This is an optimization exercise on Yosys and OpenROAD, whose aim is small area, a short achievable clock period and few clock cycles, not a production implementation.
Only simulation tests tie the RTL to the original design; equivalence was not proved.
No activity file was given, so power comes from the tool's default toggle rates.

### flow/run.sh
#!/bin/bash
# synth_recipe.tcl (not shown) runs the flow's synth.tcl, then flattens the netlist and writes it again
# the make line also repeats each setting of config.mk as NAME=value (left out here)
make -C /OpenROAD-flow-scripts/flow DESIGN_CONFIG=/design/flow/config.mk WORK_HOME=/design/flow/orfs CLKGATE_MAP_FILE= SYNTH_SCRIPT=/design/flow/synth_recipe.tcl finish
### flow/config.mk
export PLATFORM = sky130hd
export DESIGN_NAME = mult1
export DESIGN_NICKNAME = mult1
export VERILOG_FILES = /design/flow/design.v
export SDC_FILE = /design/flow/constraint.sdc
export NUM_CORES = 4
export LEC_CHECK = 0
export CAP_MARGIN = 20
export CORE_MARGIN = 2
export CORE_UTILIZATION = 40
export SLEW_MARGIN = 20
### flow/constraint.sdc
create_clock -name core_clock -period 5.0 [get_ports {clk}]
set_input_delay 1.0000 -clock core_clock [delete_from_list [all_inputs] [get_ports {clk}]]
set_output_delay 1.0000 -clock core_clock [all_outputs]
set_load 0.01 [all_outputs]
### flow/design.v
`timescale 1 ns / 100 ps
module mult1(clk, rst, start, ack, multiplicand, multiplier, product, done);
	input clk;
	input rst;
	input start;
	input ack;
	input [31:0] multiplicand;
	input [31:0] multiplier;
	output [63:0] product;
	output done;
localparam IDLE = 2'd0;
localparam ITER = 2'd1;
localparam FIN  = 2'd2;
localparam DONE = 2'd3;
reg [1:0]  state;
reg [2:0]  cnt;
reg [31:0] a_q;      
reg [31:0] b_q;      
reg [31:0] s_q;      
reg [31:0] c_q;      
reg [3:0]  sl_q;     
reg [3:0]  cl_q;     
reg        cy_q;     
assign done    = (state == DONE);
assign product = {s_q, b_q};
wire [35:0] p0 = {4'b0, a_q & {32{b_q[0]}}};
wire [35:0] p1 = {3'b0, a_q & {32{b_q[1]}}, 1'b0};
wire [35:0] p2 = {2'b0, a_q & {32{b_q[2]}}, 2'b0};
wire [35:0] p3 = {1'b0, a_q & {32{b_q[3]}}, 3'b0};
wire [35:0] sw = {4'b0, s_q};
wire [35:0] cw = {4'b0, c_q};
wire [35:0] s1 = sw ^ cw ^ p0;
wire [35:0] c1 = {(sw[34:0] & cw[34:0]) | (sw[34:0] & p0[34:0]) | (cw[34:0] & p0[34:0]), 1'b0};
wire [35:0] s2 = p1 ^ p2 ^ p3;
wire [35:0] c2 = {(p1[34:0] & p2[34:0]) | (p1[34:0] & p3[34:0]) | (p2[34:0] & p3[34:0]), 1'b0};
wire [35:0] s3 = s1 ^ c1 ^ s2;
wire [35:0] c3 = {(s1[34:0] & c1[34:0]) | (s1[34:0] & s2[34:0]) | (c1[34:0] & s2[34:0]), 1'b0};
wire [35:0] st = s3 ^ c3 ^ c2;
wire [35:0] ct = {(s3[34:0] & c3[34:0]) | (s3[34:0] & c2[34:0]) | (c3[34:0] & c2[34:0]), 1'b0};
wire [36:0] sum = {1'b0, s_q, sl_q} + {1'b0, c_q, cl_q} + {36'b0, cy_q};
wire [4:0]  lo  = {1'b0, sl_q} + {1'b0, cl_q} + {4'b0, cy_q};
always @(posedge clk or posedge rst)
	if (rst) begin
		state <= IDLE;
		cnt   <= 3'd0;
	end else begin
		case (state)
			IDLE: if (start) state <= ITER;
			ITER: if (cnt == 3'd7) state <= FIN;
			FIN:  state <= DONE;
			DONE: if (ack) state <= IDLE;
		endcase
		cnt <= (state == ITER) ? cnt + 3'd1 : 3'd0;
	end
always @(posedge clk or posedge rst)
	if (rst) begin
		s_q  <= 32'b0;
		c_q  <= 32'b0;
		sl_q <= 4'b0;
		cl_q <= 4'b0;
		cy_q <= 1'b0;
	end else begin
		case (state)
			IDLE: begin
				s_q  <= 32'b0;
				c_q  <= 32'b0;
				sl_q <= 4'b0;
				cl_q <= 4'b0;
				cy_q <= 1'b0;
			end
			ITER: begin
				s_q  <= st[35:4];
				c_q  <= ct[35:4];
				sl_q <= st[3:0];
				cl_q <= ct[3:0];
				cy_q <= lo[4];
			end
			default: begin
				s_q  <= sum[35:4];
				c_q  <= 32'b0;
				sl_q <= 4'b0;
				cl_q <= 4'b0;
				cy_q <= 1'b0;
			end
		endcase
	end
always @(posedge clk)
	case (state)
		IDLE: begin
			a_q <= multiplicand;
			b_q <= multiplier;
		end
		ITER, FIN: b_q <= {lo[3:0], b_q[31:4]};
		default: ;
	endcase
endmodule
==> results.json, run 1 <==
{
  "portBuffers": 132,
  "synthTopCellsByArea": "fa_1, edfxtp_1, dfrtp_1",
  "areaGrowthSynthToFinish_pct": 21.5,
  "clock_skew_ps": 10.9,
  "multiInputGateArea_um2": 5990,
  "final_hold_viol_count": 0,
  "async_flop_share_pct": 54.0,
  "tritoncts": "yes",
  "start_kind": "flip-flop",
  "synthDistinctLibCells": 68,
  "grt_use_total_pct": 21.0,
  "final_cell_mix": "clkdlybuf4s50_1, fa_1, nand2_1",
  "worstPathRequired_ps": 5310,
  "hold_class": "flip-flop to flip-flop",
  "synthFlopType": "dfrtp_1",
  "clk_pin_slew_ps": 70,
  "die_w_um": 165,
  "first_pass_iters": 4,
  "worst_pin_slew_ps": 1100,
  "synth_top_family_by_area": "adder cells",
  "vias": 7396,
  "synth-simple-area-share_pct": 13.5,
  "combPwrFrac_pct": 62.8,
  "p_int_mw": 5.22,
  "outcome": "complete, no violations",
  "drc_errors": 0,
  "syn_area_um2": 10400,
  "crit_type": "flip-flop to flip-flop",
  "antenna_found_initial": 1,
  "power_frac_seq_pct": 23.5,
  "cp_max_fo": 18,
  "yosys.area.top_type_share_pct": 24.0,
  "routedWlPerCell_um": 19.2,
  "crit_path_end_kind": "flip-flop",
  "routed_wl_um": 26800,
  "ir_worst_vdd_v": 0.000377,
  "path_cells": "buf_4, nand2_1, fa_1, inv_1, fa_1, inv_1, fa_1, inv_1, a221o_1",
  "regArea_um2": 3800,
  "grt_pass1_vias": 7937,
  "synthXorXnorAreaFrac_pct": 1.95,
  "cts_buffer_depth": 2,
  "synth_top_cell_by_area": "fa_1",
  "die-height_um": 165,
  "relSlewSlack_pct": 26.7,
  "p_leak_nw": 5.40,
  "finalMaxSlewViolations": 0,
  "dp_hpwl_um": 19900,
  "clkPwrFrac_pct": 13.7,
  "setup_viol": 0,
  "avgSynthCellArea_um2": 11.1,
  "numClockSinks": 139,
  "htree_levels": 4,
  "final_common_cell": "clkdlybuf4s50_1",
  "cts_resized": 0,
  "switching_power_mw": 4.45,
  "die-area_um2": 27200,
  "power_density_nw_per_um2": 768,
  "nNetsFinal": 1294,
  "synth_fp_nets": 1170,
  "grt_pass1_wl_um": 43400,
  "fin_crit_ps": 3390,
  "drive_gt1_share_pct": 8.15,
  "core-area_um2": 25300,
  "syn-instance-count": 931,
  "ant_nets": 0,
  "fmax_mhz": 295,
  "numCtsBuffers": 17,
  "rows": 58,
  "synth_compound_area_share_pct": 9.34,
  "grt_setup_unrepaired": "false",
  "cap_violations": 0,
  "ys_seq_area_share_pct": 36.7,
  "arrival_ps": 3700,
  "yosys.area_share.adder_pct": 29.7,
  "finalSetupTns_ps": 0,
  "synth_edf_count": 64,
  "cpMaxStageDelayCell": "edfxtp_1",
  "synth-seq-cells": 139,
  "drt_iter0_markers": 420,
  "hold_buffers": 0,
  "grt_max_degree": 45,
  "finish.utilization_pct": 49.7,
  "worst_skew_pair.late_latency_ps": 430,
  "place_congestion": 0.859,
  "fill_cells": 2326,
  "slowest_delay_ps": 810,
  "cts-root-buf": "clkbuf_16",
  "period_share_pct": 67.7,
  "swShare_pct": 46.0,
  "synth_mux_area_share_pct": 3.46,
  "overflow": 0,
  "pin_count": 133,
  "vias_per_cell": 5.29,
  "post_cts_buffers": 0,
  "ys_warn_count": 1,
  "initial_core_util_pct": 40.9
}
-- sequential cells by signal, summed over array words and instances (netlist names) --
name,flops
s_q,32
sl_q,4
cl_q,1
cy_q,1
cnt,3
state,2
a_q,32
b_q,32
c_q,32
-- synthesized netlist by cell type (all sizes together) (2+ instances only) --
cell type  instances
mux2              30
a21boi             3
inv               98
a221oi             2
clkbuf            31
o211ai             6
a211o              2
o21bai             6
ha                47
xor2              13
o21a               9
nand3             12
nand4              9
and4               3
a21o              17
xnor2             10
buf                4
nor3              15
edfxtp            64
nor2b              4
a31oi              4
and2              52
or3                4
and3               7
a21oi             26
dfrtp             75
o21ai             19
nor4               4
or2                3
nand2            113
a211oi             4
a32oi              2
mux2i              2
o32ai              5
nand2b             5
or4                2
fa               124
o22ai             22
nor2              55
-- through the flow --
step                      power, mW  setup WS [ps]  cell area [um^2]  instances  hold slack (ps)
after floorplan                6.30           2090             10400        931              403
after global placement         8.23           1760             12000       1366              419
after global routing           10.7           1520             12600       1398              460
after detailed placement       8.34           1680             12000       1366              427
final                          9.66           1610             12600       1399              435
after CTS                      9.80           1660             12600       1398              438
-- worst paths after layout --
kind	from	to	slack [ps]	depth (start not counted)
worst max register to register	b_q[1]	s_q[25]	1610	9
max in group asynchronous	rst	cnt[1]	2990	3
worst min-delay path	cnt[0]	cnt[0]	430	1
worst min register to register	cnt[0]	cnt[0]	430	1
worst max-delay path	b_q[1]	s_q[25]	1610	9
min in group asynchronous	rst	s_q[11]	1040	2
-- power by group through the flow --
stage | registers [mW] | clock network, mW | logic [mW]
global route | 2.34 | 1.40 | 6.94
floorplan | 2.19 | 0 | 4.11
detailed placement | 2.29 | 0 | 6.05
finish | 2.27 | 1.32 | 6.07
global placement | 2.30 | 0 | 5.93
CTS | 2.28 | 1.35 | 6.16
-- cells by family after synthesis --
group           after synthesis
flops                       139
simple gates                291
compound gates              140
mux                          32
xor+xnor                     23
buf+inv                     135
fa+ha+maj                   171
-- worst max-delay path, delay by kind of cell (launching register included) --
kind                     cells  cell delay [ps]
adder cells (fa/ha/maj)      3             1480
flip-flops                   1              810
buffers and inverters        4              540
AO/OA/AOI/OAI                1              330
AND/OR/NAND/NOR              1              100
-- cell type report --
type / count / share of cell area, %
inverters: 99 / 2.96
well taps: 330 / 3.28
multi-input cells: 657 / 47.6
clock inverters: 15 / 1.47
diodes: 1 / 0.0199
clock buffers: 17 / 3.38
repair buffers: 141 / 11.0
flip-flops and latches: 139 / 30.2
-- metal layers --
metal  wire length, um  part of all wire (%)  GRT usage [%]
met3              1810                   6.7           6.05
met5                 0                     0              0
met4               497                   1.9           5.69
met2             12500                    47           33.7
met1             12000                    45           28.0
Testbench counts, summed over its fixed seeds: cycles 5,632.
==> inputs of run 2 (changes only) <==
==> flow/design.v (replaced) <==
`timescale 1 ns / 100 ps
module mult1(clk, rst, start, ack, multiplicand, multiplier, product, done);
	input clk;
	input rst;
	input start;
	input ack;
	input [31:0] multiplicand;
	input [31:0] multiplier;
	output [63:0] product;
	output done;
reg        idle_q;   
reg        iter_q;   
reg        fin_q;    
reg        done_q;   
reg        first_q;  
reg [2:0]  cnt;
reg [31:0] a_q;      
reg [31:0] b_q;      
reg [31:0] s_q;      
reg [31:0] c_q;      
reg [3:0]  sl_q;     
reg [3:0]  cl_q;     
reg        cy_q;     
assign done    = done_q;
assign product = {a_q, b_q};
wire [31:0] sg = s_q & {32{~first_q}};
wire [31:0] cg = c_q & {32{~first_q}};
wire [35:0] p0 = {4'b0, a_q & {32{b_q[0]}}};
wire [35:0] p1 = {3'b0, a_q & {32{b_q[1]}}, 1'b0};
wire [35:0] p2 = {2'b0, a_q & {32{b_q[2]}}, 2'b0};
wire [35:0] p3 = {1'b0, a_q & {32{b_q[3]}}, 3'b0};
wire [35:0] sw = {4'b0, sg};
wire [35:0] cw = {4'b0, cg};
wire [35:0] s1 = sw ^ cw ^ p0;
wire [35:0] c1 = {(sw[34:0] & cw[34:0]) | (sw[34:0] & p0[34:0]) | (cw[34:0] & p0[34:0]), 1'b0};
wire [35:0] s2 = p1 ^ p2 ^ p3;
wire [35:0] c2 = {(p1[34:0] & p2[34:0]) | (p1[34:0] & p3[34:0]) | (p2[34:0] & p3[34:0]), 1'b0};
wire [35:0] s3 = s1 ^ c1 ^ s2;
wire [35:0] c3 = {(s1[34:0] & c1[34:0]) | (s1[34:0] & s2[34:0]) | (c1[34:0] & s2[34:0]), 1'b0};
wire [35:0] st = s3 ^ c3 ^ c2;
wire [35:0] ct = {(s3[34:0] & c3[34:0]) | (s3[34:0] & c2[34:0]) | (c3[34:0] & c2[34:0]), 1'b0};
wire [4:0]  lo  = {1'b0, sl_q} + {1'b0, cl_q} + {4'b0, cy_q};
wire [36:0] sum = {1'b0, s_q, sl_q} + {1'b0, c_q, cl_q} + {36'b0, cy_q};
wire a_nz = |multiplicand;
wire b_nz = |multiplier;
always @(posedge clk or posedge rst)
	if (rst) begin
		idle_q  <= 1'b1;
		iter_q  <= 1'b0;
		fin_q   <= 1'b0;
		done_q  <= 1'b0;
		first_q <= 1'b1;
		cnt     <= 3'd0;
	end else begin
		idle_q  <= (idle_q & ~start) | (done_q & ack);
		iter_q  <= (idle_q & start & a_nz & b_nz) | (iter_q & (cnt != 3'd7));
		fin_q   <= iter_q & (cnt == 3'd7);
		done_q  <= fin_q | (idle_q & start & ~(a_nz & b_nz)) | (done_q & ~ack);
		first_q <= idle_q;
		cnt     <= iter_q ? cnt + 3'd1 : 3'd0;
	end
always @(posedge clk) begin
	s_q  <= st[35:4];
	c_q  <= ct[35:4];
	sl_q <= st[3:0];
	cl_q <= ct[3:0];
	cy_q <= lo[4] & ~first_q;
end
always @(posedge clk)
	if (idle_q) begin
		a_q <= multiplicand & {32{b_nz}};
		b_q <= multiplier & {32{a_nz}};
	end else if (iter_q | fin_q) begin
		b_q <= {lo[3:0], b_q[31:4]};
		if (fin_q)
			a_q <= sum[35:4];
	end
endmodule
--- a/flow/config.mk
+++ b/flow/config.mk
@@ -6,6 +6,8 @@
 export NUM_CORES = 4
 export LEC_CHECK = 0
+export ABC_CLOCK_PERIOD_IN_PS = 2500
 export CAP_MARGIN = 20
 export CORE_MARGIN = 2
 export CORE_UTILIZATION = 40
+export SETUP_SLACK_MARGIN = 2.5
 export SLEW_MARGIN = 20
==> run 2 against run 1 <==
Still clean. Setup slack better by 650 ps. Area after synthesis up 3.9%. Cell area up 15%. Clock-buffer cell count unchanged. Clock power about the same. Sequential share of layout area decreased by 5.9 points. Critical path type unchanged. Critical endpoint is now s_q[26].
==> results.json, run 2 <==
{
  "routed_wl_um": 30800,
  "fin_crit_ps": 2730,
  "cp_max_fo": 7,
  "cp-endpoint": "s_q[26]",
  "pre_cts_ws_ps": 1360,
  "fmax_mhz": 366,
  "worst_skew_pair.late_latency_ps": 450,
  "synthFlopType": "dfxtp_1",
  "yosys.area.top_type_share_pct": 22.9,
  "cts-root-buf": "clkbuf_16",
  "grt_max_degree": 54,
  "final_common_cell": "inv_1",
  "outcome": "complete, no violations",
  "syn_area_um2": 10800,
  "dpl.cell_count": 1520,
  "die-area_um2": 28200,
  "start_kind": "flip-flop",
  "drt_iter0_markers": 503,
  "crit_path_end_kind": "flip-flop",
  "p_leak_nw": 6.21,
  "grt_use_total_pct": 21.6,
  "initial_core_util_pct": 40.4,
  "core-area_um2": 26700,
  "synth_top_cell_by_area": "fa_1",
  "hold_class": "flip-flop to flip-flop",
  "grt_pass1_vias": 8715,
  "finalSetupTns_ps": 0,
  "hold_buffers": 0,
  "vias": 8408,
  "crit_start": "first_q",
  "dp_hpwl_um": 20300,
  "vias_per_cell": 5.23,
  "place_congestion": 0.814,
  "htree_levels": 4,
  "placed_cell_area_um2": 12500,
  "nNetsFinal": 1488,
  "synth-seq-cells": 141,
  "worstPathRequired_ps": 5390,
  "synth_fp_nets": 1313,
  "ant_nets": 0,
  "die_w_um": 168,
  "ys_seq_area_share_pct": 32.6,
  "synthDistinctLibCells": 70,
  "power_density_nw_per_um2": 783,
  "async_flop_share_pct": 5.67,
  "avgSynthCellArea_um2": 9.96,
  "ff2ff_setup_slack_ps": 2270,
  "setup_viol": 0,
  "ir_worst_vdd_v": 0.000288,
  "period_share_pct": 54.7,
  "total_power_mw": 11.4,
  "syn-instance-count": 1080,
  "clk_pin_slew_ps": 80,
  "grt_setup_unrepaired": "true",
  "fin_ws_ps": 2270,
  "r2r_end": "s_q[26]",
  "top_regs": "a_q (32), b_q (32), c_q (32)",
  "overflow": 0,
  "pin_count": 133,
  "die-height_um": 168,
  "clock_skew_ps": 11.2,
  "num_antenna_cells": 0,
  "crit_type": "flip-flop to flip-flop",
  "arrival_ps": 3130,
  "tritoncts": "yes",
  "drive_gt1_share_pct": 20.3,
  "cap_violations": 0,
  "grt_pass1_wl_um": 47300,
  "synth_edf_count": 64,
  "numCtsBuffers": 17,
  "drc_errors": 0,
  "r2r_start": "first_q",
  "final_hold_viol_count": 0,
  "cts_buffer_depth": 2,
  "synthTopCellsByArea": "fa_1, edfxtp_1, dfxtp_1",
  "finish.instance_area_um2": 14500,
  "synth_commonest_cells": "inv_1, and2_1, fa_1, nand2_1, dfxtp_1",
  "ff2ff_path_depth": 8,
  "synth_most_common_cell": "inv_1",
  "worst_pin_slew_ps": 997,
  "finalMaxSlewViolations": 0,
  "numClockSinks": 141,
  "areaGrowthSynthToFinish_pct": 35.0,
  "routedWlPerCell_um": 19.1,
  "first_pass_iters": 6,
  "portBuffers": 132,
  "relSlewSlack_pct": 33.5,
  "rows": 60,
  "ys_warn_count": 1,
  "fin_cells": 1609,
  "antenna_found_initial": 1,
  "final_cell_mix": "inv_1, and2_1, fa_1"
}
run 2: cell count changes after synthesis, moves of 10 or more:
cell	previous run	this run
and2_1	51	129
clkbuf_1	28	39
dfrtp_1	75	6
dfxtp_1	0	69
inv_1	98	155
mux2_2	30	0
nand2_1	113	89
nor2_1	55	27
nor2b_1	4	62
nor3_1	15	5
nor4_1	4	16
o2bb2ai_1	0	31
run 2: critical path, cell delays in order, from the launching register on:
cell and delay [ps]:
dfstp_4 690, buf_12 130, clkbuf_16 180, nor2b_4 50, fa_1 510, inv_2 40
fa_2 520, inv_2 40, fa_2 510
run 2: cell families after synthesis:
family	after synthesis	share of synthesized area, %
and+or+nand+nor	373	19.0
AOI/OAI and AO/OA	175	11.5
muxes	1	0.0930
adders and majority gates	165	27.8
DFF	141	32.6
buffers and inverters	200	7.02
xor gates and xnor gates	25	2.03
run 2: area by class of cell:
| type | instances | area (um^2) |
|---|---|---|
| Multi-Input combinational cell | 741 | 7160 |
| Fill cell | 2328 | 12100 |
| Clock buffer | 17 | 425 |
| Timing Repair Buffer | 198 | 2200 |
| Tap cell | 341 | 427 |
| Inverter | 156 | 586 |
| Sequential cell | 141 | 3530 |
| Clock inverter | 15 | 189 |
run 2: layer usage:
| metal | part of all wire (%) | up-vias | GRT usage (%) | routed length (um) |
|---|---|---|---|---|
| met5 | 0 | - | 0 | 0 |
| met4 | 1.7 | 0 | 5.22 | 509 |
| met1 | 45 | 4217 | 29.8 | 14000 |
| li1 | - | 3925 | - | - |
| met3 | 4.5 | 33 | 3.53 | 1390 |
| met2 | 48 | 233 | 35.8 | 14900 |
run 2: repair_timing:
item	in CTS	in global routing
setup endpoints to repair	126	146
pin swaps	39	35
cloned	5	5
setup buffers	31	16
resized for setup	93	129
run 2: metrics by stage:
step / hold WS (ps) / util, %
after floorplan: 352 / -
after global placement: 428 / 46.9
after detailed placement: 429 / 46.9
after CTS: 440 / 52.1
after global routing: 466 / 54.5
final: 437 / 54.5
run 2: how the worst min path moves through the flow:
stage	start	end	slack, ps	depth (start not counted)
final	cnt[0]	cnt[0]	440	1
after global routing	cnt[0]	cnt[0]	470	1
after CTS	cnt[0]	cnt[0]	440	1
after detailed placement	cnt[0]	cnt[0]	430	1
after global placement	cnt[0]	cnt[0]	430	1
after floorplan	idle_q	first_q	350	0
run 2: power by group:
part           leakage, nW  total (mW)  internal [mW]  switching [mW]
sequential            1.29        2.36           2.01           0.344
combinational         4.62        7.68           3.51            4.17
clock                0.299        1.33          0.682           0.645
total                 6.21        11.4           6.21            5.16
Testbench counts of run 2, summed over its fixed seeds: cycles 5,119.
==> inputs of run 3 (changes only) <==
--- a/flow/config.mk
+++ b/flow/config.mk
@@ -6,8 +6,7 @@
 export NUM_CORES = 4
 export LEC_CHECK = 0
-export ABC_CLOCK_PERIOD_IN_PS = 2500
 export CAP_MARGIN = 20
 export CORE_MARGIN = 2
 export CORE_UTILIZATION = 40
-export SETUP_SLACK_MARGIN = 2.5
+export SETUP_SLACK_MARGIN = 1.5
 export SLEW_MARGIN = 20
==> run 3 against run 2 <==
Sequential power hardly changed. Hold slack better by 1.5 ps. Largest cell class unchanged. Setup slack worse by 500 ps. Flip-flop and latch count stayed put. Register-to-register slack worse by 310 ps. Global-route usage is 1.7 points lower. Highest routed layer unchanged. Clock-buffer cell count stayed put. Clock power is 6% higher.
==> results.json, run 3 <==
{
  "first_pass_iters": 5,
  "syn-instance-count": 1080,
  "numCtsBuffers": 17,
  "routed_wl_um": 26900,
  "avgSynthCellArea_um2": 9.96,
  "top_regs": "a_q (32), b_q (32), c_q (32)",
  "overflow": 0,
  "synth_commonest_cells": "inv_1, and2_1, fa_1, nand2_1, dfxtp_1",
  "synth_edf_count": 64,
  "combPwrFrac_pct": 63.5,
  "cts_resized": 0,
  "synthDistinctLibCells": 70,
  "vias_per_cell": 5.14,
  "drive_gt1_share_pct": 5.69,
  "fin_crit_ps": 3240,
  "p_leak_nw": 5.59,
  "period_share_pct": 64.7,
  "grt_pass1_vias": 8413,
  "numClockSinks": 141,
  "final_hold_viol_count": 0,
  "hold_buffers": 0,
  "ir_worst_vdd_v": 0.000275,
  "synth_fp_nets": 1313,
  "num_antenna_cells": 0,
  "crit_path_end_kind": "output pin",
  "setup_viol": 0,
  "ys_warn_count": 1,
  "yosys.area.top_type_share_pct": 22.9,
  "worstPathRequired_ps": 4000,
  "worst_pin_slew_ps": 990,
  "synth_most_common_cell": "inv_1",
  "cp_max_fo": 19,
  "die-height_um": 168,
  "initial_core_util_pct": 40.4,
  "dpl.cell_count": 1521,
  "post_cts_buffers": 0,
  "drc_errors": 0,
  "finalSetupTns_ps": 0,
  "async_flop_share_pct": 5.67,
  "final_common_cell": "inv_1",
  "power_frac_seq_pct": 22.8,
  "areaGrowthSynthToFinish_pct": 21.7,
  "tritoncts": "yes",
  "htree_levels": 4,
  "die-area_um2": 28200,
  "routedWlPerCell_um": 17.3,
  "nNetsFinal": 1432,
  "fmax_mhz": 309,
  "switching_power_mw": 4.65,
  "outcome": "complete, no violations",
  "synthFlopType": "dfxtp_1",
  "grt_pass1_wl_um": 44100,
  "swShare_pct": 45.2,
  "pre_cts_ws_ps": 1370,
  "antenna_found_initial": 0,
  "syn_area_um2": 10800,
  "rows": 60,
  "hold_class": "flip-flop to flip-flop",
  "synth-seq-cells": 141,
  "ys_seq_area_share_pct": 32.6,
  "synth_top_cell_by_area": "fa_1",
  "fin_ws_ps": 1760,
  "dp_hpwl_um": 20300,
  "fin_cells": 1553,
  "final_cell_mix": "inv_1, clkdlybuf4s50_1, and2_1",
  "grt_use_total_pct": 19.9,
  "crit_type": "flip-flop to output pin",
  "grt_max_degree": 88,
  "cts-root-buf": "clkbuf_16",
  "drt_iter0_markers": 451,
  "ant_nets": 0,
  "cts_buffer_depth": 2,
  "relSlewSlack_pct": 34.0,
  "start_kind": "flip-flop",
  "synthTopCellsByArea": "fa_1, edfxtp_1, dfxtp_1",
  "core-area_um2": 26700,
  "vias": 7985,
  "p_int_mw": 5.65,
  "die_w_um": 168,
  "arrival_ps": 2240,
  "power_density_nw_per_um2": 787,
  "clock_skew_ps": 13.0,
  "grt_setup_unrepaired": "false",
  "portBuffers": 132,
  "finalMaxSlewViolations": 0,
  "clk_pin_slew_ps": 70,
  "fill_cells": 2471,
  "place_congestion": 0.825,
  "cap_violations": 0,
  "pin_count": 133,
  "worst_skew_pair.late_latency_ps": 430,
  "clkPwrFrac_pct": 13.7
}
[run 3: cell counts after synthesis]
No cell type changed its count.
[run 3: routing by layer]
layer / GRT usage [%] / part of all wire [%] / up-vias
li1: - / - / 3798
met1: 27.0 / 47 / 3976
met2: 33.4 / 48 / 187
met3: 3.17 / 3.9 / 24
met4: 5.10 / 1.3 / 0
met5: 0 / 0 / -
[run 3: power by group through the flow]
stage	Combinational (mW)	Sequential [mW]	Clock [mW]
CTS	6.63	2.35	1.44
detailed placement	6.51	2.37	0
floorplan	4.54	2.29	0
global route	7.57	2.40	1.48
global placement	6.43	2.38	0
finish	6.54	2.35	1.41
[run 3: through the flow]
stage / cell area [um^2] / total power, mW / utilization (%) / hold slack (ps)
final: 13100 / 10.3 / 49.1 / 438
after global routing: 13100 / 11.5 / 49.1 / 457
after CTS: 13100 / 10.4 / 49.1 / 436
after detailed placement: 12400 / 8.88 / 46.7 / 426
after global placement: 12400 / 8.81 / 46.7 / 423
after floorplan: 10800 / 6.83 / - / 352
[run 3: critical path: stages (launching register included)]
cell             delay (ps)
edfxtp_1                860
buf_4                   360
clkdlybuf4s50_1         570
[run 3: logic make-up (layout without fill, tap and decap cells)]
| group | count (synthesis) | count (layout) | share of synthesized area [%] |
|---|---|---|---|
| simple gates | 373 | 373 | 19.0 |
| buf+inv | 200 | 332 | 7.02 |
| compound gates | 175 | 175 | 11.5 |
| fa+ha+maj | 165 | 165 | 27.8 |
| flops | 141 | 141 | 32.6 |
| xor+xnor | 25 | 25 | 2.03 |
| mux | 1 | 1 | 0.0930 |
[run 3: cell type report]
| class | count | area (um^2) | share of cell area (%) |
|---|---|---|---|
| flip-flops and latches | 141 | 3510 | 26.8 |
| multi-input cells | 739 | 6510 | 49.7 |
| clock buffers | 17 | 425 | 3.25 |
| repair buffers | 144 | 1410 | 10.8 |
| clock inverters | 15 | 223 | 1.70 |
| well taps | 341 | 427 | 3.26 |
| inverters | 156 | 586 | 4.47 |
[run 3: worst paths after layout]
path | from | to | slack, ps | cells after the start
min reg2reg | cnt[0] | cnt[0] | 440 | 1
min in group asynchronous | rst | iter_q | 810 | 2
max in group asynchronous | rst | idle_q | 3910 | 2
max | b_q[3] | product[3] | 1760 | 2
max reg2reg | b_q[3] | s_q[0] | 1960 | 7
min | cnt[0] | cnt[0] | 440 | 1
==> inputs of run 4 (changes only) <==
--- a/flow/config.mk
+++ b/flow/config.mk
@@ -9,4 +9,4 @@
 export CORE_MARGIN = 2
 export CORE_UTILIZATION = 40
-export SETUP_SLACK_MARGIN = 1.5
+export SETUP_SLACK_MARGIN = 3.5
 export SLEW_MARGIN = 20
==> run 4 against run 3 <==
Highest routed layer unchanged. Routed wire length is 25% higher. Fmax rose by 20%. Utilization up 11 points. Synthesized cell count unchanged. Area after synthesis stayed put. Clock-buffer cell count did not move. Combinational power up 32%. First-iteration DRC count up 47%. Critical path depth grew 6. Global-route usage rose by 4.3 points. Setup slack better by 550 ps. Via count is 12% higher. Largest cell class unchanged.
==> results.json, run 4 <==
{
  "ys_seq_area_share_pct": 32.6,
  "place_congestion": 0.817,
  "portBuffers": 132,
  "relSlewSlack_pct": 48.7,
  "fill_cells": 2210,
  "overflow": 0,
  "drt_iter0_markers": 661,
  "power_density_nw_per_um2": 775,
  "vias": 8967,
  "hold_class": "flip-flop to flip-flop",
  "die_w_um": 168,
  "hold_ws_ps": 475,
  "ys_warn_count": 1,
  "grt_setup_unrepaired": "true",
  "syn-instance-count": 1080,
  "antenna_found_initial": 0,
  "vias_per_cell": 5.23,
  "finalMaxSlewViolations": 0,
  "finalSetupTns_ps": 0,
  "final_hold_viol_count": 0,
  "clk_pin_slew_ps": 70,
  "worst_skew_pair.late_latency_ps": 440,
  "dp_hpwl_um": 20800,
  "first_pass_iters": 4,
  "period_share_pct": 53.8,
  "use_met2_pct": 39.8,
  "core-area_um2": 26700,
  "path_depth": 8,
  "async_flop_share_pct": 5.67,
  "tritoncts": "yes",
  "synthTopCellsByArea": "fa_1, edfxtp_1, dfxtp_1",
  "synthDistinctLibCells": 70,
  "grt.busiest_layer": "met2",
  "synth-seq-cells": 141,
  "cpMaxStageDelayCell": "dfstp_4",
  "use_met1_pct": 32.3,
  "grt_pass1_wl_um": 52200,
  "ff2ff_path_depth": 8,
  "worst_pin_slew_ps": 769,
  "worstPathRequired_ps": 5380,
  "cts-root-buf": "clkbuf_16",
  "outcome": "complete, no violations",
  "top_regs": "a_q (32), b_q (32), c_q (32)",
  "dpl.cell_count": 1520,
  "final_cell_mix": "inv_1, fa_1, nand2_1",
  "p_leak_nw": 6.95,
  "fin_crit_ps": 2690,
  "grt_use_total_pct": 24.2,
  "htree_levels": 4,
  "gr-usage-met3_pct": 5.24,
  "drc_errors": 0,
  "pin_count": 133,
  "placed_cell_area_um2": 13000,
  "cts_buffer_depth": 2,
  "areaGrowthSynthToFinish_pct": 48.2,
  "nNetsFinal": 1592,
  "hold_buffers": 0,
  "grt_pass1_vias": 9255,
  "grt_max_degree": 38,
  "die-height_um": 168,
  "yosys.area.top_type_share_pct": 22.9,
  "crit_buf_inv": 4,
  "holdPathStages": 1,
  "fin_ws_ps": 2310,
  "avgSynthCellArea_um2": 9.96,
  "critPathTopFamily": "adder cells",
  "cap_violations": 0,
  "rows": 60,
  "final_common_cell": "inv_1",
  "fin_cells": 1713,
  "routedWlPerCell_um": 19.5,
  "start_kind": "flip-flop",
  "slowest_delay_ps": 690,
  "synth_top_cell_by_area": "fa_1",
  "ir_worst_vdd_v": 0.000301,
  "ant_nets": 0,
  "syn_area_um2": 10800,
  "die-area_um2": 28200,
  "crit_path_end_kind": "flip-flop",
  "synth_edf_count": 64,
  "drive_gt1_share_pct": 41.5,
  "arrival_ps": 3070,
  "initial_core_util_pct": 40.4,
  "numCtsBuffers": 17,
  "cp_max_fo": 7,
  "path_cells": "buf_12, clkbuf_16, nor2b_4, fa_1, inv_1, fa_1, inv_1, fa_2",
  "ff2ff_setup_slack_ps": 2310,
  "synth_most_common_cell": "inv_1",
  "numClockSinks": 141,
  "synth_fp_nets": 1313,
  "num_antenna_cells": 0,
  "finish.instance_area_um2": 15900,
  "synth_commonest_cells": "inv_1, and2_1, fa_1, nand2_1, dfxtp_1",
  "setup_viol": 0,
  "fmax_mhz": 372,
  "pre_cts_ws_ps": 1260,
  "synthFlopType": "dfxtp_1",
  "crit_type": "flip-flop to flip-flop",
  "clock_skew_ps": 12.0,
  "routed_wl_um": 33500
}
==> run 4: cell counts after synthesis <==
Identical to the previous run, type by type.
==> run 4: per-layer routing <==
metal | part of all wire (%) | up-vias
li1 | - | 4135
met1 | 43 | 4494
met2 | 48 | 288
met3 | 6.3 | 50
met4 | 2.1 | 0
met5 | 0 | -
==> run 4: timing repair <==
action                     4_1_cts  5_1_grt
cloned                          10        1
setup buffers                  112       38
pin swaps                       79       59
setup endpoints to repair      264      231
gates resized for setup        591      159
==> run 4: area by class of cell <==
class                           instances  area (um^2)  share of cell area (%)
Clock inverter                         15          180                    1.13
Tap cell                              341          427                    2.68
Timing Repair Buffer                  299         2880                    18.1
Inverter                              156          588                    3.69
Multi-Input combinational cell        744         7900                    49.6
Sequential cell                       141         3540                    22.2
Clock buffer                           17          425                    2.67
==> run 4: cells by family (layout without fill, tap and decap cells) <==
group	after synthesis	count (layout)	share of synthesized area, %
compound gates	175	175	11.5
xor+xnor	25	25	2.03
fa+ha+maj	165	165	27.8
buf+inv	200	487	7.02
flops	141	141	32.6
mux	1	1	0.0930
simple gates	373	378	19.0
==> run 4: final timing paths <==
kind,startpoint,endpoint
worst max-delay path,first_q,s_q[20]
max in group asynchronous,rst,first_q
worst min-delay path,cnt[0],cnt[0]
min in group asynchronous,rst,done_q
worst max register to register,first_q,s_q[20]
worst min register to register,cnt[0],cnt[0]
==> run 4: power breakdown <==
part           switching (mW)  internal [mW]
combinational            4.52           4.12
clock                   0.631          0.722
sequential              0.348           2.01
total                    5.50           6.86
==> run 4: metrics by stage <==
stage | utilization (%) | power [mW]
after CTS | 56.8 | 11.7
after global routing | 59.8 | 13.6
after floorplan | - | 7.29
final | 59.8 | 12.4
after global placement | 48.8 | 9.25
after detailed placement | 48.8 | 9.33
==> inputs of run 5 (changes only) <==
--- a/flow/config.mk
+++ b/flow/config.mk
@@ -9,4 +9,3 @@
 export CORE_MARGIN = 2
 export CORE_UTILIZATION = 40
-export SETUP_SLACK_MARGIN = 3.5
 export SLEW_MARGIN = 20
==> run 5 against run 4 <==
Routed wire length is 20% lower. Critical path type is now flip-flop to output pin. Hold slack worse by 37 ps. Largest cell class unchanged. Highest routed layer unchanged. Critical path depth is 6 lower. Final cell count is 9.3% lower.
==> results.json, run 5 <==
{
  "outcome": "complete, no violations",
  "ff2ff_setup_slack_ps": 1960,
  "hold_start": "cnt[0]",
  "yosys.area.top_type_share_pct": 22.9,
  "drive_gt1_share_pct": 5.69,
  "syn-instance-count": 1080,
  "vias_per_cell": 5.14,
  "r2r_start": "b_q[3]",
  "r2r_end": "s_q[0]",
  "numClockSinks": 141,
  "clock_skew_ps": 13.0,
  "ir_worst_vdd_v": 0.000275,
  "post_cts_buffers": 0,
  "final_hold_viol_count": 0,
  "synth_top_family_by_area": "adder cells",
  "top_regs": "a_q (32), b_q (32), c_q (32)",
  "synth_compound_area_share_pct": 11.5,
  "worstPathRequired_ps": 4000,
  "ant_nets": 0,
  "period_share_pct": 64.7,
  "syn_area_um2": 10800,
  "async_flop_share_pct": 5.67,
  "die-height_um": 168,
  "die-area_um2": 28200,
  "synthFlopType": "dfxtp_1",
  "clk_pin_slew_ps": 70,
  "yosys.area_share.adder_pct": 27.8,
  "grt_max_degree": 88,
  "synth-simple-area-share_pct": 19.0,
  "power_density_nw_per_um2": 787,
  "synth-seq-cells": 141,
  "setup_viol": 0,
  "avgSynthCellArea_um2": 9.96,
  "hold_class": "flip-flop to flip-flop",
  "cts_resized": 0,
  "cp_max_fo": 19,
  "antenna_found_initial": 0,
  "cts-root-buf": "clkbuf_16",
  "fmax_mhz": 309,
  "crit_path_end_kind": "output pin",
  "final_cell_mix": "inv_1, clkdlybuf4s50_1, and2_1",
  "tritoncts": "yes",
  "crit_type": "flip-flop to output pin",
  "nNetsFinal": 1432,
  "arrival_ps": 2240,
  "initial_core_util_pct": 40.4,
  "synth_top_cell_by_area": "fa_1",
  "overflow": 0,
  "grt_setup_unrepaired": "false",
  "p_leak_nw": 5.59,
  "synth_mux_area_share_pct": 0.0930,
  "drc_errors": 0,
  "cap_violations": 0,
  "synth_commonest_cells": "inv_1, and2_1, fa_1, nand2_1, dfxtp_1",
  "fin_crit_ps": 3240,
  "hold_buffers": 0,
  "synth_most_common_cell": "inv_1",
  "drt_iter0_markers": 451,
  "ys_warn_count": 1,
  "grt_pass1_wl_um": 44100,
  "rows": 60,
  "synth_edf_count": 64,
  "relSlewSlack_pct": 34.0,
  "start_kind": "flip-flop",
  "numCtsBuffers": 17,
  "ff2ff_path_depth": 7,
  "hold_end": "cnt[0]",
  "routedWlPerCell_um": 17.3,
  "place_congestion": 0.825,
  "num_antenna_cells": 0,
  "first_pass_iters": 5,
  "ys_seq_area_share_pct": 32.6,
  "synth_fp_nets": 1313,
  "htree_levels": 4,
  "worst_pin_slew_ps": 990,
  "holdPathStages": 1,
  "grt_pass1_vias": 8413,
  "portBuffers": 132,
  "pin_count": 133,
  "fin_ws_ps": 1760,
  "finalSetupTns_ps": 0,
  "synthXorXnorAreaFrac_pct": 2.03,
  "final_common_cell": "inv_1",
  "routed_wl_um": 26900,
  "fill_cells": 2471,
  "grt_use_total_pct": 19.9,
  "vias": 7985,
  "dp_hpwl_um": 20300,
  "synthTopCellsByArea": "fa_1, edfxtp_1, dfxtp_1",
  "core-area_um2": 26700,
  "worst_skew_pair.late_latency_ps": 430,
  "die_w_um": 168,
  "pre_cts_ws_ps": 1370,
  "finalMaxSlewViolations": 0,
  "areaGrowthSynthToFinish_pct": 21.7,
  "cts_buffer_depth": 2,
  "synthDistinctLibCells": 70
}
run 5: layer usage:
metal	part of all wire [%]	wire, um	vias up	GRT usage (%)
met5	0	0	-	0
met3	3.9	1050	24	3.17
li1	-	-	3798	-
met4	1.3	355	0	5.10
met1	47	12500	3976	27.0
met2	48	13000	187	33.4
run 5: worst max path at each step:
stage | from | to | slack, ps | depth (start not counted)
after floorplan | first_q | s_q[0] | 2270 | 8
after global placement | multiplicand[3] | b_q[31] | 1360 | 7
after detailed placement | multiplicand[19] | b_q[31] | 1370 | 6
after CTS | b_q[3] | product[3] | 1710 | 2
after global routing | b_q[3] | product[3] | 1670 | 2
final | b_q[3] | product[3] | 1760 | 2
run 5: critical path, stage by stage, from the launching register on:
cell and delay (ps):
edfxtp_1 860, buf_4 360, clkdlybuf4s50_1 570
run 5: power by group:
| part | switching [mW] | total, mW | internal, mW |
|---|---|---|---|
| registers | 0.350 | 2.35 | 2.00 |
| clock network | 0.596 | 1.41 | 0.819 |
| logic | 3.71 | 6.54 | 2.83 |
run 5: final cells by class:
type | instances | area [um^2] | share of cell area, %
Multi-Input combinational cell | 739 | 6510 | 49.7
Sequential cell | 141 | 3510 | 26.8
Timing Repair Buffer | 144 | 1410 | 10.8
Inverter | 156 | 586 | 4.47
Tap cell | 341 | 427 | 3.26
Clock buffer | 17 | 425 | 3.25
Clock inverter | 15 | 223 | 1.70
run 5: stage by stage:
stage,hold WS (ps),instance area [um^2],util (%),power (mW),instances
final,438,13100,49.1,10.3,1553
after global routing,457,13100,49.1,11.5,1553
after CTS,436,13100,49.1,10.4,1553
after detailed placement,426,12400,46.7,8.88,1521
after global placement,423,12400,46.7,8.81,1521
after floorplan,352,10800,-,6.83,1080
run 5: logic make-up (layout without fill, tap and decap cells):
logic type / count (synthesis) / in the layout
xor gates and xnor gates: 25 / 25
AOI/OAI and AO/OA: 175 / 175
and+or+nand+nor: 373 / 373
adders and majority gates: 165 / 165
DFF: 141 / 141
muxes: 1 / 1
buffers and inverters: 200 / 332

afterwards: timing with drivers on the ports:
The flow's constraints put no driver on any port. The routed layouts listed below were extracted and timed again, unchanged, in two steps. Step 1, drivers: a clkbuf_16 drives clk and a buf_2 each remaining input, both assumed. Step 2 moves the port delays by t, midway between the first and last clock arrival at a register: inputs arrive t later, outputs are due t later. That takes back most of the time a late clock gives input paths. Slacks: no drivers / after step 1 / after step 2; pairs: no drivers / after step 1.
| run | shift t [ns] | slack for setup (ns) | worst setup path after step 2 | clock arrival spread, ns | worst register clock-pin slew, ns |
|---|---|---|---|---|---|
| run 1 | 0.469 | 1.613 / 1.613 / 1.613 | register to register | 0.012 / 0.012 | 0.07 / 0.07 |
| run 2 | 0.491 | 2.266 / 2.266 / 2.066 | input to register | 0.014 / 0.014 | 0.08 / 0.08 |
| run 3 | 0.477 | 1.763 / 1.715 / 1.386 | input to register | 0.014 / 0.014 | 0.07 / 0.07 |
| run 4 | 0.484 | 2.311 / 2.311 / 2.256 | input to register | 0.015 / 0.015 | 0.08 / 0.08 |
| run 5 | 0.477 | 1.763 / 1.715 / 1.386 | input to register | 0.014 / 0.014 | 0.07 / 0.07 |
After both steps every run listed still meets setup and hold.
